Context: an optimization exercise on an open-source flow, tuned for small area, a short achievable clock period and few clock cycles. The choices shown serve that exercise and are no tape-out recipe.
Function was checked by simulation only, so behaviour that the tests miss may differ from the original.
Power is estimated from default activity; no workload was simulated.

$ cat flow/design.v
module add8_cs(a, b, s0, s1, c0, c1);
    input  [7:0] a, b;
    output [7:0] s0, s1;
    output       c0, c1;
    wire [7:0] p, g, g1, p1, g2, p2, g3, p3;
    add_pg   #(8)    u_pg(a, b, p, g);
    add_lvl  #(8, 1) u_l1(g,  p,  g1, p1);
    add_lvl  #(8, 2) u_l2(g1, p1, g2, p2);
    add_lvl  #(8, 4) u_l3(g2, p2, g3, p3);
    add_sum  #(8)    u_s(p, g3, p3, s0, s1, c0, c1);
endmodule
module add_pg(a, b, p, g);
    parameter W = 8;
    input  [W-1:0] a, b;
    output [W-1:0] p, g;
    assign p = a ^ b;
    assign g = a & b;
endmodule
module add_lvl(gi, pi, go, po);
    parameter W = 8;
    parameter D = 1;
    input  [W-1:0] gi, pi;
    output [W-1:0] go, po;
    genvar i;
    generate for (i = 0; i < W; i = i + 1) begin : g_b
        if (i >= D) begin : g_c
            assign go[i] = gi[i] | (pi[i] & gi[i-D]);
            assign po[i] = pi[i] & pi[i-D];
        end else begin : g_p
            assign go[i] = gi[i];
            assign po[i] = pi[i];
        end
    end endgenerate
endmodule
module add_sum(p, G, P, s0, s1, c0, c1);
    parameter W = 8;
    input  [W-1:0] p, G, P;
    output [W-1:0] s0, s1;
    output         c0, c1;
    assign s0 = p ^ {G[W-2:0], 1'b0};
    assign s1 = p ^ ({G[W-2:0], 1'b0} | {P[W-2:0], 1'b1});
    assign c0 = G[W-1];
    assign c1 = G[W-1] | P[W-1];
endmodule
module cmp16(a, b, lt, eq);
    input  [15:0] a, b;
    output        lt, eq;
    wire [15:0] g0, p0;
    wire [7:0]  g1, p1;
    wire [3:0]  g2, p2;
    wire [1:0]  g3, p3;
    cmp_pg  #(16) u_pg(a, b, g0, p0);
    cmp_lvl #(8)  u_l1(g0, p0, g1, p1);
    cmp_lvl #(4)  u_l2(g1, p1, g2, p2);
    cmp_lvl #(2)  u_l3(g2, p2, g3, p3);
    cmp_lvl #(1)  u_l4(g3, p3, lt, eq);
endmodule
module cmp_pg(a, b, g, p);
    parameter W = 16;
    input  [W-1:0] a, b;
    output [W-1:0] g, p;
    assign g = ~a & b;
    assign p = ~(a ^ b);
endmodule
module cmp_lvl(gi, pi, go, po);
    parameter N = 8;
    input  [2*N-1:0] gi, pi;
    output [N-1:0]   go, po;
    genvar i;
    generate for (i = 0; i < N; i = i + 1) begin : g_n
        assign go[i] = gi[2*i+1] | (pi[2*i+1] & gi[2*i]);
        assign po[i] = pi[2*i+1] & pi[2*i];
    end endgenerate
endmodule
module riscv(
    input wire               clk,
    input wire               rst,         
    input wire[31:0]         inst_i,
    output wire[31:0]        inst_addr_o,
    output wire              inst_ce_o,
    input wire[31:0]         data_i,
    output wire              data_we_o,
    output wire              data_ce_o,
    output wire[31:0]        data_addr_o,
    output wire[31:0]        data_o,
    output wire[3:0]         data_be_o
);
genvar gi;
reg  [31:2] x_pc4;                       
reg  [31:2] x_tgt;                       
reg  [31:0] x_s0;                        
reg  [31:0] x_s1;                        
reg  [2:0]  x_c0, x_c1;                  
reg         x_ci;                        
reg         x_lth, x_eqh, x_ltl, x_eql;  
reg         x_jal, x_beq, x_bne, x_blt, x_bge;
reg  [31:0] x_a;                         
reg  [31:0] x_b;                         
reg  [4:0]  x_sh;                        
reg  [4:0]  x_rd;
reg         x_we;                        
reg         x_ld, x_st, x_jalr;
reg  [2:0]  x_f3;
reg         x_s_add, x_s_slt, x_s_xor, x_s_or, x_s_and;
reg         x_s_sll, x_s_srl, x_s_sra, x_s_auipc, x_s_link;
wire [32*32-1:0] rf_q;
assign rf_q[31:0] = 32'd0;
wire        cy1 = x_c0[0] | (x_c1[0] & x_ci);
wire        cy2 = x_c0[1] | (x_c1[1] & cy1);
wire        cy3 = x_c0[2] | (x_c1[2] & cy2);
wire [31:0] sum = {cy3 ? x_s1[31:24] : x_s0[31:24],
                   cy2 ? x_s1[23:16] : x_s0[23:16],
                   cy1 ? x_s1[15:8]  : x_s0[15:8],
                   x_ci ? x_s1[7:0] : x_s0[7:0]};
wire        lt   = x_lth | (x_eqh & x_ltl);
wire        eq   = x_eqh & x_eql;
wire        take = x_jal | (x_beq & eq) | (x_bne & ~eq) | (x_blt & lt) | (x_bge & ~lt);
assign inst_addr_o = x_jalr ? {sum[31:1], 1'b0} : {(take ? x_tgt : x_pc4), 2'b00};
assign inst_ce_o   = 1'b1;
wire [31:0] a_rev;
generate for (gi = 0; gi < 32; gi = gi + 1) begin : g_rev
    assign a_rev[gi] = x_a[31-gi];
end endgenerate
wire [31:0] sh_in  = x_s_sll ? a_rev : x_a;
wire [32:0] sh_ext = {x_s_sra & x_a[31], sh_in};
wire [32:0] sh_r   = $signed(sh_ext) >>> x_sh;
wire [31:0] sh_rev;
generate for (gi = 0; gi < 32; gi = gi + 1) begin : g_rev2
    assign sh_rev[gi] = sh_r[31-gi];
end endgenerate
wire [31:0] alu =
      ({32{x_s_add}}   & sum)
    | ({32{x_s_slt}}   & {31'b0, lt})
    | ({32{x_s_xor}}   & (x_a ^ x_b))
    | ({32{x_s_or}}    & (x_a | x_b))
    | ({32{x_s_and}}   & (x_a & x_b))
    | ({32{x_s_sll}}   & sh_rev)
    | ({32{x_s_srl}}   & sh_r[31:0])
    | ({32{x_s_auipc}} & {x_tgt, 2'b00})
    | ({32{x_s_link}}  & {x_pc4, 2'b00});
wire [1:0]  ba = sum[1:0];
assign data_addr_o = sum;
assign data_ce_o   = x_ld | x_st;
assign data_we_o   = x_st;
assign data_be_o   = (x_f3[1:0] == 2'b00) ? (4'b0001 << ba) :
                     (x_f3[1:0] == 2'b01) ? (ba[1] ? 4'b1100 : 4'b0011) : 4'b1111;
assign data_o      = (x_f3[1:0] == 2'b00) ? {4{x_b[7:0]}} :
                     (x_f3[1:0] == 2'b01) ? {2{x_b[15:0]}} : x_b;
wire [7:0]  ld_b = ba[1] ? (ba[0] ? data_i[31:24] : data_i[23:16])
                         : (ba[0] ? data_i[15:8]  : data_i[7:0]);
wire [15:0] ld_h = ba[1] ? data_i[31:16] : data_i[15:0];
wire [31:0] ld   = (x_f3[1:0] == 2'b00) ? {{24{ld_b[7] & ~x_f3[2]}}, ld_b} :
                   (x_f3[1:0] == 2'b01) ? {{16{ld_h[15] & ~x_f3[2]}}, ld_h} : data_i;
wire [31:0] wb = x_ld ? ld : alu;
generate for (gi = 1; gi < 32; gi = gi + 1) begin : g_rf
    reg [31:0] q;
    always @ (posedge clk) begin
        if (x_we && (x_rd == gi)) q <= wb;
    end
    assign rf_q[gi*32 +: 32] = q;
end endgenerate
wire [6:0]  op  = inst_i[6:0];
wire [2:0]  f3  = inst_i[14:12];
wire [6:0]  f7  = inst_i[31:25];
wire [4:0]  rd  = inst_i[11:7];
wire [4:0]  rs1 = inst_i[19:15];
wire [4:0]  rs2 = inst_i[24:20];
wire op_lui   = (op == 7'b0110111);
wire op_auipc = (op == 7'b0010111);
wire op_jal   = (op == 7'b1101111);
wire op_jalr  = (op == 7'b1100111) & (f3 == 3'b000);
wire op_br    = (op == 7'b1100011) & (f3[2:1] != 2'b01);
wire op_ld    = (op == 7'b0000011) & (f3 != 3'b011) & (f3[2:1] != 2'b11);
wire op_st    = (op == 7'b0100011) & ~f3[2] & (f3[1:0] != 2'b11);
wire f7z      = (f7 == 7'b0000000);
wire f7s      = (f7 == 7'b0100000);
wire op_imm   = (op == 7'b0010011) & ((f3 == 3'b001) ? f7z : (f3 == 3'b101) ? (f7z | f7s) : 1'b1);
wire op_reg   = (op == 7'b0110011) & (f7z | (f7s & ((f3 == 3'b000) | (f3 == 3'b101))));
wire op_alu   = op_imm | op_reg;
wire wr_rd    = (op_lui | op_auipc | op_jal | op_jalr | op_ld | op_alu) & (rd != 5'd0);
wire [31:0] imm_i = {{20{inst_i[31]}}, inst_i[31:20]};
wire [31:0] imm_s = {{20{inst_i[31]}}, inst_i[31:25], inst_i[11:7]};
wire [31:0] imm_b = {{19{inst_i[31]}}, inst_i[31], inst_i[7], inst_i[30:25], inst_i[11:8], 1'b0};
wire [31:0] imm_u = {inst_i[31:12], 12'h0};
wire [31:0] imm_j = {{11{inst_i[31]}}, inst_i[31], inst_i[19:12], inst_i[20], inst_i[30:21], 1'b0};
reg  [31:0] r1, r2;
integer k;
always @ (*) begin
    r1 = 32'd0;
    r2 = 32'd0;
    for (k = 1; k < 32; k = k + 1) begin
        r1 = r1 | ({32{rs1 == k}} & rf_q[k*32 +: 32]);
        r2 = r2 | ({32{rs2 == k}} & rf_q[k*32 +: 32]);
    end
end
wire [31:0] v1 = (x_we && (x_rd == rs1)) ? wb : r1;
wire [31:0] v2 = (x_we && (x_rd == rs2)) ? wb : r2;
wire is_sub   = op_reg & f7s & (f3 == 3'b000);
wire [31:0] sa = op_lui ? 32'd0 : v1;
wire [31:0] sb = is_sub ? ~v2 : op_reg ? v2 : op_st ? imm_s : op_lui ? imm_u : imm_i;
wire [31:0] bs0, bs1;
wire [3:0]  bc0, bc1;
generate for (gi = 0; gi < 4; gi = gi + 1) begin : g_add
    add8_cs u_add(sa[gi*8 +: 8], sb[gi*8 +: 8], bs0[gi*8 +: 8], bs1[gi*8 +: 8], bc0[gi], bc1[gi]);
end endgenerate
wire is_slt   = op_alu & (f3[2:1] == 2'b01);           
wire cmp_s    = is_slt ? ~f3[0] : ~f3[1];
wire [31:0] cb = (op_reg | op_br) ? v2 : imm_i;
wire [15:0] ah = {v1[31] ^ cmp_s, v1[30:16]};
wire [15:0] bh = {cb[31] ^ cmp_s, cb[30:16]};
wire eqh, lth, eql, ltl;
cmp16 u_cmph(ah, bh, lth, eqh);
cmp16 u_cmpl(v1[15:0], cb[15:0], ltl, eql);
wire [31:2] pc_f = inst_addr_o[31:2];
wire [31:0] c_imm = op_br ? imm_b : op_jal ? imm_j : imm_u;
wire [31:0] b_imm = imm_i;
always @ (posedge clk) begin
    x_s0   <= bs0;
    x_s1   <= bs1;
    x_c0   <= bc0[2:0];
    x_c1   <= bc1[2:0];
    x_ci   <= is_sub;
    x_tgt  <= pc_f + c_imm[31:2];
    x_eqh  <= eqh;
    x_lth  <= lth;
    x_ltl  <= ltl;
    x_eql  <= eql;
    x_a    <= v1;
    x_b    <= (op_reg | op_st) ? v2 : b_imm;
    x_sh   <= (op_reg ? v2[4:0] : b_imm[4:0]) & {5{op_alu & (f3[1:0] == 2'b01)}};
    x_rd   <= rd;
    x_f3   <= f3;
    if (rst) begin
        x_pc4     <= 30'd0;              
        x_jal     <= 1'b0;
        x_beq     <= 1'b0;
        x_bne     <= 1'b0;
        x_blt     <= 1'b0;
        x_bge     <= 1'b0;
        x_we      <= 1'b0;
        x_ld      <= 1'b0;
        x_st      <= 1'b0;
        x_jalr    <= 1'b0;
        x_s_add   <= 1'b0;
        x_s_slt   <= 1'b0;
        x_s_xor   <= 1'b0;
        x_s_or    <= 1'b0;
        x_s_and   <= 1'b0;
        x_s_sll   <= 1'b0;
        x_s_srl   <= 1'b0;
        x_s_sra   <= 1'b0;
        x_s_auipc <= 1'b0;
        x_s_link  <= 1'b0;
    end else begin
        x_pc4     <= pc_f + 30'd1;
        x_jal     <= op_jal;
        x_beq     <= op_br & (f3 == 3'b000);
        x_bne     <= op_br & (f3 == 3'b001);
        x_blt     <= op_br & f3[2] & ~f3[0];
        x_bge     <= op_br & f3[2] &  f3[0];
        x_we      <= wr_rd;
        x_ld      <= op_ld;
        x_st      <= op_st;
        x_jalr    <= op_jalr;
        x_s_add   <= (op_alu & (f3 == 3'b000)) | op_lui;
        x_s_slt   <= is_slt;
        x_s_xor   <= op_alu & (f3 == 3'b100);
        x_s_or    <= op_alu & (f3 == 3'b110);
        x_s_and   <= op_alu & (f3 == 3'b111);
        x_s_sll   <= op_alu & (f3 == 3'b001);
        x_s_srl   <= op_alu & (f3 == 3'b101);
        x_s_sra   <= op_alu & (f3 == 3'b101) & f7s;
        x_s_auipc <= op_auipc;
        x_s_link  <= op_jal | op_jalr;
    end
end
endmodule
$ cat flow/config.mk
export PLATFORM = sky130hd
export DESIGN_NAME = riscv
export DESIGN_NICKNAME = riscv
export VERILOG_FILES = /design/flow/design.v
export SDC_FILE = /design/flow/constraint.sdc
export NUM_CORES = 4
export LEC_CHECK = 0
export CAP_MARGIN = 20
export CORE_MARGIN = 2
export CORE_UTILIZATION = 35
export PLACE_DENSITY = 0.55
export SETUP_SLACK_MARGIN = 5
export SLEW_MARGIN = 20
export SYNTH_HIERARCHICAL = 1
export TNS_END_PERCENT = 0
$ cat flow/constraint.sdc
create_clock -name core_clock -period 9.0 [get_ports {clk}]
set_input_delay 1.8000 -clock core_clock [delete_from_list [all_inputs] [get_ports {clk}]]
set_output_delay 1.8000 -clock core_clock [all_outputs]
set_load 0.01 [all_outputs]
$ cat flow/run.sh
#!/bin/bash
# synth_recipe.tcl (not shown) runs the flow's synth.tcl, then flattens the netlist and writes it again
# the make line also repeats each setting of config.mk as NAME=value (left out here)
make -C /OpenROAD-flow-scripts/flow DESIGN_CONFIG=/design/flow/config.mk WORK_HOME=/design/flow/orfs CLKGATE_MAP_FILE= SYNTH_SCRIPT=/design/flow/synth_recipe.tcl finish
==> results.txt, run 1 <==
- Status: complete, no violations
- First-pass GRT wire length: 496000 um
- Total Wirelength: 376000 um
- Setup ws final: 4.06 ns
- Clock Latency Late Sink: 0.82 ns
- Initial Util: between 30% and 40%
- Vias per cell: 7.13
- Peak VDD IR: 0.149 mV
- Critical path startpoint category: primary input
- Total GRT Usage: 40.0%
- Fmax: 0.202 GHz
- Syn Std Cell Area: 62800 sq um
- Worst hold path type: reg2reg
- Routed WL per cell: approximately 44 um
- Largest net degree at the start of global routing: 57
- H-tree depth: 4
- Vias in the first global route: 56936
- Tmin final: 4.94 ns
- Final Cycle Share: 54.9%
- Final setup TNS: 0 ns
- CTS Buf Count: 134
- CTS tree: yes
- Slew @ Worst Pin: 1.25 ns
- CTS Root Cell: clkbuf_16
- DRC: 0
- Grt total ovfl: 0
- CTS Sinks: 1223
- Final setup viols: 0
- CP Data Required Time: 9.72 ns
- CTS clk-pin slew, worst paths: 0.06 ns
- Cell at the slowest stage of the critical path: or3_4
- Max Root-Sink Buffers: 3
- Final hold viol count: 0
- Finished Layout Cells: about 8500
- Antenna violations before repair: 35
- # Max-Cap Violations: 0
- Router iterations before antenna repair: 11
- Inst Count DP: between 7000 and 8000
- Crit Path Class: in2reg
- Net Count, Synth: 5745
- Relative slew slack: 16.5%
- Die ar.: 183000 sq um
- Cell Chain, Critical Path: buf_4 -> or3_4 -> nor2_4 -> buf_6 -> a22oi_1 -> nand4_1 -> nor2_1 -> nand2_1 -> nor2_1 -> nor2_2 -> and2_1 -> ha_1 -> a21o_1 -> a21o_1 -> a21o_1 -> nor2_2 -> xnor2_1
- Slew Viols, Final: 0
- Critical Path Sink Type: flip-flop
- Yosys warning count: 7
- Post-DP HPWL: 217000 um
- Gpl congestion: 1.01
- Die Y: 428 um
- Die X: about 430 um
- Post-CTS Hold Buffers: 0
- Top cell by count, worst path: a21o_1
- Cells after synthesis: 5520
- DR vias: 60827
- RSZ-0062 raised after global routing: true
- Fin nets: 6272
- Layout Skew: 0.0552 ns
- Core area: approximately 180000 sq um
- Layout cells sized above 1: between 20% and 30%
- Routed Antenna Nets: 0
- WP data arrival: approximately 5.7 ns
- I/O pin count: approximately 170
- P&R area growth vs syn: 27.8%
- Port Buffers: 166
- Mean Syn Cell Area: 11.4 sq um
- Rows: 155
- Crit path max fanout: 15
- Initial drt markers: 13436
- Layout fillers: 16325
- Power per cell area: roughly 180 nW/um^2
- Critical path's largest stage delay: 0.45 ns
- Leak Pwr: roughly 30 nW
- Place WS: 1.01 ns
[layer usage]
metal | routed length [um] | up-vias | global-route usage, %
li1 | - | 22649 | -
met1 | 122000 | 29378 | 45.1
met2 | 148000 | 6486 | 55.5
met3 | 64800 | 2274 | 21.1
met4 | 41200 | 40 | 33.4
met5 | 277 | - | 0.130
[layout by cell type, fill, tap and decap left out, types with 48 or more instances in the layout]
master and instances:
a21o_1 132, a21oi_1 89, a222oi_1 68, a22oi_1 851, and2_1 118, and3_1 77, buf_12 90, buf_4 478
buf_6 61, clkbuf_16 137, clkdlybuf4s50_1 111, dfxtp_1 220, edfxtp_1 992, ha_1 128, inv_1 138, mux2_2 52
mux4_2 60, nand2_1 423, nand3_1 174, nand4_1 96, nor2_1 202, nor2_2 48, nor2_4 75, nor3_1 61
o21ai_0 144, xnor2_1 68, xor2_1 56
[cell type report]
cell class                 count  area [sq um]  share of cell area, %
sequential                  1223         34400                   42.9
multi-input combinational   3725         29400                   36.7
timing repair buffer         818          8370                   10.4
clock buffer                 159          3530                   4.40
tap                         2355          2950                   3.67
clock inverter                83           956                   1.19
inverter                     145           568                  0.708
antenna                       18          45.0                 0.0561
[power breakdown]
part	internal, W	switching, W	leakage, nW	total [W]
sequential	0.00620	0.000188	11.0	0.00639
clock	0.00327	0.00251	2.18	0.00578
combinational	0.000969	0.00152	16.7	0.00248
total	0.0104	0.00421	29.8	0.0147
[stage by stage]
step / area (sq um) / hold slack, ns / utilization (%) / power, W
finish: 80300 / 0.782 / 45.0 / 0.0147
global route: 80200 / 0.828 / 45.0 / 0.0149
CTS: 79900 / 0.777 / 44.8 / 0.0145
detailed placement: 68000 / 0.764 / 38.1 / 0.00845
global placement: 68000 / 0.749 / 38.1 / 0.00844
floorplan: 63000 / 0.660 / - / 0.00748
[state kept, by name, indices dropped and copies added (netlist names), 3 cells and up]
| signal | flops |
|---|---|
| x_pc4 | 30 |
| x_c0 | 3 |
| x_s1 | 32 |
| x_tgt | 30 |
| x_sh | 5 |
| x_f3 | 3 |
| g_rf.q | 992 |
| x_rd | 5 |
| x_c1 | 3 |
| x_s0 | 32 |
| x_b | 32 |
| x_a | 32 |
[critical path, delay by kind of cell]
kind | cells | cell delay (ns)
buf+inv | 2 | 0.59
compound gates | 4 | 0.77
fa+ha+maj | 1 | 0.27
xor+xnor | 1 | 0.12
simple gates | 9 | 2.07
[worst paths after layout]
path	end	start	slack [ns]	cells after the start
max	x_s1[7]$_DFF_P_	inst_i[16]	4.06	17
min	x_pc4[11]$_SDFF_PP0_	x_pc4[11]$_SDFF_PP0_	0.78	4
max reg2reg	x_eqh$_DFF_P_	x_a[19]$_DFF_P_	4.10	13
min reg2reg	x_pc4[11]$_SDFF_PP0_	x_pc4[11]$_SDFF_PP0_	0.78	4
[what timing repair did]
action / 4_1_cts / 5_1_grt
gates resized for setup: 840 / 42
endpoints found under the setup margin: 973 / 200
buffers inserted: 391 / 13
cloned: 43 / 0
pin swaps: 209 / 25
Testbench counts, summed over its fixed seeds: cycles 115,031.
==> run 2: changes to the inputs <==
--- a/flow/config.mk
+++ b/flow/config.mk
@@ -7,2 +7,3 @@
 export LEC_CHECK = 0
+export ABC_AREA = 1
 export CAP_MARGIN = 20
==> results.txt, run 2 <==
- Gpl congestion: 1.02 (was 1.01)
- Most frequent cells in the layout: nand2_1, edfxtp_1, inv_1 (was edfxtp_1, a22oi_1, buf_4)
- Final setup TNS: 0 ns (unchanged)
- Hold Slack: 0.687 ns (was 0.782 ns)
- Setup ws final: 4.46 ns (was 4.06 ns)
- Grt total ovfl: 0 (unchanged)
- Vias per cell: 6.25 (was 7.13)
- Total GRT Usage: 39.0% (was 40.0%)
- Critical path startpoint category: primary input (unchanged)
- CTS Sinks: 1223 (unchanged)
- H-tree depth: 4 (unchanged)
- Cells after synthesis: 7578 (was 5520)
- Final hold viol count: 0 (unchanged)
- Critical Path Sink Type: flip-flop (unchanged)
- Die Y: 437 um (was 428 um)
- I/O pin count: 169 (unchanged)
- Net Count, Synth: 7803 (was 5745)
- CTS tree: yes (unchanged)
- Routed WL per cell: 36.4 um (was 44.1 um)
- Status: complete, no violations (unchanged)
- CTS clk-pin slew, worst paths: 0.07 ns (was 0.06 ns)
- Most flops, register: g_rf.q (unchanged)
- Final setup viols: 0 (unchanged)
- Slew @ Worst Pin: 1.17 ns (was 1.25 ns)
- Power per cell area: 196 nW/um^2 (was 183 nW/um^2)
- Fin nets: 8314 (was 6272)
- Initial Util: 35.3% (was 35.2%)
- CTS Root Cell: clkbuf_16 (unchanged)
- Peak VDD IR: 0.149 mV (about the same)
- First-pass GRT wire length: 509000 um (was 496000 um)
- Slew Viols, Final: 0 (unchanged)
- Layout cells sized above 1: 18.1% (was 25.7%)
- Crit path max fanout: 9 (was 15)
- DRC: 0 (unchanged)
- Antenna violations before repair: 36 (was 35)
- Crit Path Class: in2reg (unchanged)
- Flop pwr share: 41.0% (was 43.6%)
- Clock share of power: 36.0% (was 39.4%)
- Combinational share of power: 23.0% (was 17.0%)
- Relative slew slack: 21.7% (was 16.5%)
- Max reg flops: 992 (unchanged)
- Fmax: 0.220 GHz (was 0.202 GHz)
- Yosys warning count: 7 (unchanged)
- Largest net degree at the start of global routing: 65 (was 57)
- Syn Std Cell Area: 65500 sq um (was 62800 sq um)
- Total net switching power: 0.00526 W (was 0.00421 W)
- Leak Pwr: 34.0 nW (was 29.8 nW)
- Post-layout util: 44.4% (was 45.0%)
- Router iterations before antenna repair: 10 (was 11)
- Net Sw Frac: 32.5% (was 28.8%)
- DR vias: 67021 (was 60827)
- CTS Buf Count: 142 (was 134)
- RSZ-0062 raised after global routing: true (unchanged)
- Total Wirelength: 390000 um (was 376000 um)
- Core area: 186000 sq um (was 178000 sq um)
- Commonest non-fill, non-tap cell in the layout: nand2_1 (was edfxtp_1)
- Layout fillers: 18042 (was 16325)
- Post-DP HPWL: 250000 um (was 217000 um)
- Initial drt markers: 11926 (was 13436)
- Place WS: 1.56 ns (was 1.01 ns)
- P&R area growth vs syn: 25.9% (was 27.8%)
- Worst hold path type: reg2reg (unchanged)
- Max Root-Sink Buffers: 3 (unchanged)
- Tmin final: 4.54 ns (was 4.94 ns)
- # Max-Cap Violations: 0 (unchanged)
- Internal power: 0.0109 W (was 0.0104 W)
- CP Data Required Time: 9.69 ns (was 9.72 ns)
- Port Buffers: 166 (unchanged)
- Final Cycle Share: 50.5% (was 54.9%)
- Vias in the first global route: 60318 (was 56936)
- Mean Syn Cell Area: 8.65 sq um (was 11.4 sq um)
- Die ar.: 191000 sq um (was 183000 sq um)
- Routed Antenna Nets: 0 (unchanged)
- Die X: 437 um (was 428 um)
- Worst reg2reg setup slack: 4.70 ns (was 4.10 ns)
- Layout Skew: 0.0536 ns (was 0.0552 ns)
- WP data arrival: 5.23 ns (was 5.67 ns)
- Clock Latency Late Sink: 0.85 ns (was 0.82 ns)
- Rows: 158 (was 155)
## run 2: timing repair
| action | in CTS | in global routing |
|---|---|---|
| hold buffers | 0 | 0 |
| pin swaps | 102 | 106 |
| gates resized for setup | 868 | 449 |
| setup buffers | 201 | 124 |
| gates cloned | 15 | 12 |
| endpoints found under the setup margin | 573 | 530 |
## run 2: final cells by class
type	count	area, sq um	area share, %
antenna	50	125	0.152
clock buffer	182	3870	4.69
clock inverter	65	686	0.831
inverter	1113	4720	5.72
multi-input combinational	4879	28200	34.2
sequential	1223	34400	41.7
tap	2480	3100	3.76
timing repair buffer	717	7280	8.83
timing repair inverter	13	81.3	0.0986
## run 2: through the flow
step	cell area, sq um	instances	power (W)
after global routing	82400	10680	0.0165
after detailed placement	70500	10073	0.00956
after global placement	70500	10072	0.00956
after floorplan	65700	7578	0.00812
after CTS	79400	10536	0.0158
final	82500	10722	0.0162
## run 2: power groups by stage
stage | clock network (W) | logic [W] | registers, W
3_5_place_dp | 0 | 0.00286 | 0.00671
2_1_floorplan | 0 | 0.00159 | 0.00653
6_report | 0.00583 | 0.00372 | 0.00663
3_3_place_gp | 0 | 0.00285 | 0.00671
4_1_cts | 0.00580 | 0.00340 | 0.00661
5_1_grt | 0.00602 | 0.00389 | 0.00663
## run 2: path summary, 6_finish.rpt
check | from | to | cells after the start
setup / recovery | inst_i[18] | x_s1[31]$_DFF_P_ | 25
hold reg to reg | x_tgt[8]$_DFF_P_ | x_pc4[8]$_SDFF_PP0_ | 4
setup reg to reg | x_ci$_DFF_P_ | x_s1[30]$_DFF_P_ | 28
hold / removal | x_tgt[8]$_DFF_P_ | x_pc4[8]$_SDFF_PP0_ | 4
## run 2: metal layers
metal / wire length [um] / vias to the layer above / GRT usage, %
met4: 38600 / 26 / 30.3
met2: 158000 / 6281 / 55.6
met1: 133000 / 31972 / 45.8
met3: 60300 / 1848 / 16.9
met5: 506 / - / 1.74
li1: - / 26894 / -
## run 2: worst max-delay path, cell delays in order
cell     delay (ns)
buf_6          0.15
inv_2          0.08
nand2_4        0.10
nor2_1         0.11
nand2_2        0.19
inv_6          0.14
buf_6          0.20
a22oi_2        0.17
nand4_1        0.15
nor2_2         0.21
nand4_1        0.41
nand2_2        0.22
o21ai_4        0.09
buf_12         0.17
and2_4         0.14
ha_4           0.28
nand2_1        0.06
inv_2          0.06
nand2_1        0.05
inv_1          0.07
nand2_1        0.06
nand2_2        0.09
nor2_1         0.05
nand2_1        0.05
nand2_1        0.06
==> run 3: changes to the inputs <==
--- a/flow/config.mk
+++ b/flow/config.mk
@@ -11,2 +11,4 @@
 export CORE_UTILIZATION = 35
+export CTS_CLUSTER_DIAMETER = 60
+export CTS_CLUSTER_SIZE = 20
 export PLACE_DENSITY = 0.55
==> results.txt, run 3 <==
- First-pass GRT wire length: 511000 um (was 509000 um)
- Gpl congestion: 1.02 (unchanged)
- Commonest non-fill, non-tap cell in the layout: nand2_1 (unchanged)
- Post-DP HPWL: 250000 um (unchanged)
- # Max-Cap Violations: 0 (unchanged)
- Place WS: 1.56 ns (unchanged)
- CTS Buf Count: 111 (was 142)
- DRC: 0 (unchanged)
- Die ar.: 191000 sq um (unchanged)
- Antenna violations before repair: 36 (unchanged)
- Crit Path Class: in2reg (unchanged)
- RSZ-0062 raised after global routing: true (unchanged)
- Multi-input logic area: 28400 sq um (was 28200 sq um)
- Rows: 158 (unchanged)
- Slew Viols, Final: 0 (unchanged)
- DR vias: 66981 (was 67021)
- Buf/Inv on CP: 6 (was 7)
- Layout cells sized above 1: 19.2% (was 18.1%)
- Power per cell area: 189 nW/um^2 (was 196 nW/um^2)
- Die X: 437 um (unchanged)
- Crit path max fanout: 16 (was 9)
- WP data arrival: 5.16 ns (was 5.23 ns)
- CTS tree: yes (unchanged)
- Hold Slack: 0.680 ns (was 0.687 ns)
- Final setup viols: 0 (unchanged)
- Critical Path Sink Type: flip-flop (unchanged)
- CTS Sinks: 1223 (unchanged)
- DP Area: 70500 sq um (unchanged)
- Core area: 186000 sq um (unchanged)
- Reg area: 34400 sq um (unchanged)
- Final setup TNS: 0 ns (unchanged)
- Router iterations before antenna repair: 9 (was 10)
- CTS Root Cell: clkbuf_16 (unchanged)
- Vias per cell: 6.26 (was 6.25)
- Most frequent cells in the layout: nand2_1, edfxtp_1, inv_1 (unchanged)
- Final hold viol count: 0 (unchanged)
- I/O pin count: 169 (unchanged)
- Initial drt markers: 11916 (was 11926)
- Worst hold path type: reg2reg (unchanged)
- CTS clk-pin slew, worst paths: 0.06 ns (was 0.07 ns)
- Most flops, register: g_rf.q (unchanged)
- Total Wirelength: 391000 um (was 390000 um)
- Port Buffers: 166 (unchanged)
- Critical path's largest stage delay: 0.38 ns (was 0.41 ns)
- Initial Util: 35.3% (unchanged)
- Mean Syn Cell Area: 8.65 sq um (unchanged)
- Relative slew slack: 18.4% (was 21.7%)
- Top cell by count, worst path: nand2_1 (unchanged)
- Total power: 0.0156 W (was 0.0162 W)
- Fin area: 82500 sq um (about the same)
- Net Count, Synth: 7803 (unchanged)
- CP Data Required Time: 9.69 ns (about the same)
- Syn Std Cell Area: 65500 sq um (unchanged)
- Cells after synthesis: 7578 (unchanged)
- Setup ws final: 4.53 ns (was 4.46 ns)
- Max reg flops: 992 (unchanged)
- Total GRT Usage: 39.1% (was 39.0%)
- Yosys warning count: 7 (unchanged)
- Slew @ Worst Pin: 1.22 ns (was 1.17 ns)
- Routed WL per cell: 36.5 um (was 36.4 um)
- Grt total ovfl: 0 (unchanged)
- Routed Antenna Nets: 0 (unchanged)
- H-tree depth: 3 (was 4)
- Critical path startpoint category: primary input (unchanged)
- Peak VDD IR: 0.173 mV (was 0.149 mV)
- Cell Chain, Critical Path: buf_12 -> inv_6 -> nand3_2 -> buf_8 -> o22ai_1 -> a21oi_1 -> nand4_1 -> nor2_1 -> nand4_1 -> nand2_2 -> o21ai_4 -> buf_12 -> and2_4 -> ha_4 -> nand2_1 -> inv_2 -> nand2_1 -> inv_1 -> nand2_1 -> nand2_2 -> nor2_1 -> nand2_1 -> nand2_1
- Largest net degree at the start of global routing: 65 (unchanged)
- Fin nets: 8323 (was 8314)
- Max Root-Sink Buffers: 3 (unchanged)
- Clock Latency Late Sink: 0.87 ns (was 0.85 ns)
- Layout Skew: 0.134 ns (was 0.0536 ns)
- Final Cycle Share: 49.6% (was 50.5%)
- Tmin final: 4.47 ns (was 4.54 ns)
- Leak Pwr: 34.0 nW (about the same)
- CP top delay family: simple AND/OR/NAND/NOR gates (unchanged)
- Cell at the slowest stage of the critical path: nand4_1 (unchanged)
- Status: complete, no violations (unchanged)
- Vias in the first global route: 60166 (was 60318)
- Fmax: 0.224 GHz (was 0.220 GHz)
- Layout fillers: 17968 (was 18042)
- P&R area growth vs syn: 25.9% (about the same)
- Die Y: 437 um (unchanged)
==> run 3: final timing paths <==
path | startpoint | to | slack [ns] | depth (start not counted)
hold / removal | x_tgt[8]$_DFF_P_ | x_pc4[8]$_SDFF_PP0_ | 0.68 | 4
setup / recovery | inst_i[19] | x_s1[31]$_DFF_P_ | 4.53 | 23
setup reg to reg | x_a[14]$_DFF_P_ | x_eql$_DFF_P_ | 4.66 | 19
hold reg to reg | x_tgt[8]$_DFF_P_ | x_pc4[8]$_SDFF_PP0_ | 0.68 | 4
==> run 3: final cells by class <==
class	instances	share of cell area, %
clock inverter	88	1.25
timing repair buffer	760	9.40
tap	2480	3.76
multi-input combinational	4878	34.4
inverter	1113	5.77
sequential	1223	41.7
antenna	33	0.100
timing repair inverter	11	0.0774
clock buffer	122	3.53
==> run 3: metal layers <==
metal	GRT usage, %	part of all wire [%]	routed length (um)
met1	46.3	34	133000
met2	55.6	40	157000
met3	16.2	15	59600
met4	30.8	10	40600
met5	1.01	0.15	583
==> run 3: worst reg2reg max path: stages, from the launching register on <==
cell and delay (ns):
dfxtp_1 0.80, inv_1 0.12, ha_1 0.29, a21oi_1 0.14, o2111ai_1 0.13, a221oi_1 0.76
nand3_1 0.18, nand2_2 0.39, nand2_1 0.16, nand2_1 0.19, o21ai_0 0.13, ha_1 0.35
nand2_1 0.04, inv_1 0.06, nand2_1 0.06, inv_1 0.08, nand2_1 0.06, inv_1 0.12
nand2_1 0.07, inv_1 0.06
==> run 3: where the power goes <==
group / internal [W] / switching (W)
logic: 0.00137 / 0.00236
registers: 0.00631 / 0.000307
clock network: 0.00265 / 0.00262
==> run 3: timing repair <==
| item | 4_1_cts | 5_1_grt |
|---|---|---|
| buffers inserted | 243 | 124 |
| resized for setup | 996 | 366 |
| gates cloned | 17 | 8 |
| hold endpoints to repair | 0 | 0 |
| hold buffers | 0 | 0 |
| setup endpoints to repair | 536 | 301 |
| pin swaps | 131 | 127 |
==> run 3: through the flow <==
stage / std cells / util [%]
after floorplan: 7578 / -
after global placement: 10072 / 38.0
after detailed placement: 10073 / 38.0
after CTS: 10543 / 43.0
after global routing: 10680 / 44.4
final: 10708 / 44.4

## re-timing with driven ports
In the flow no input, the clock included, has a driving cell. The finished layouts below were timed again as built, in two steps. Step 1 (the two cells are an assumption about what drives the block):
set clk [get_ports {clk}]
set_driving_cell -lib_cell sky130_fd_sc_hd__clkbuf_16 $clk
set_driving_cell -lib_cell sky130_fd_sc_hd__buf_2 [delete_from_list [all_inputs] $clk]
Step 2 moves the port delays by t, midway between the first and last clock arrival at a register: inputs arrive t later, outputs are due t later. That takes back most of the time a late clock gives input paths. a / b / c = ideal / step 1 / step 2; a / b = the first two.
run	t, ns	setup WS [ns]	clock arrival spread, ns	worst data-port slew with drivers (ns)	cell pins on the clock port's net
run 1	0.882	4.058 / 4.102 / 3.220	0.057 / 0.058	0.08	1
run 2	0.909	4.456 / 4.385 / 3.597	0.057 / 0.056	0.21	1
run 3	0.889	4.534 / 4.536 / 3.671	0.135 / 0.135	0.17	1
After both steps every run listed still meets setup and hold. The setup slack of run 3, which loses most, moves by +0.002 ns with the drivers and by -0.863 ns with both steps.
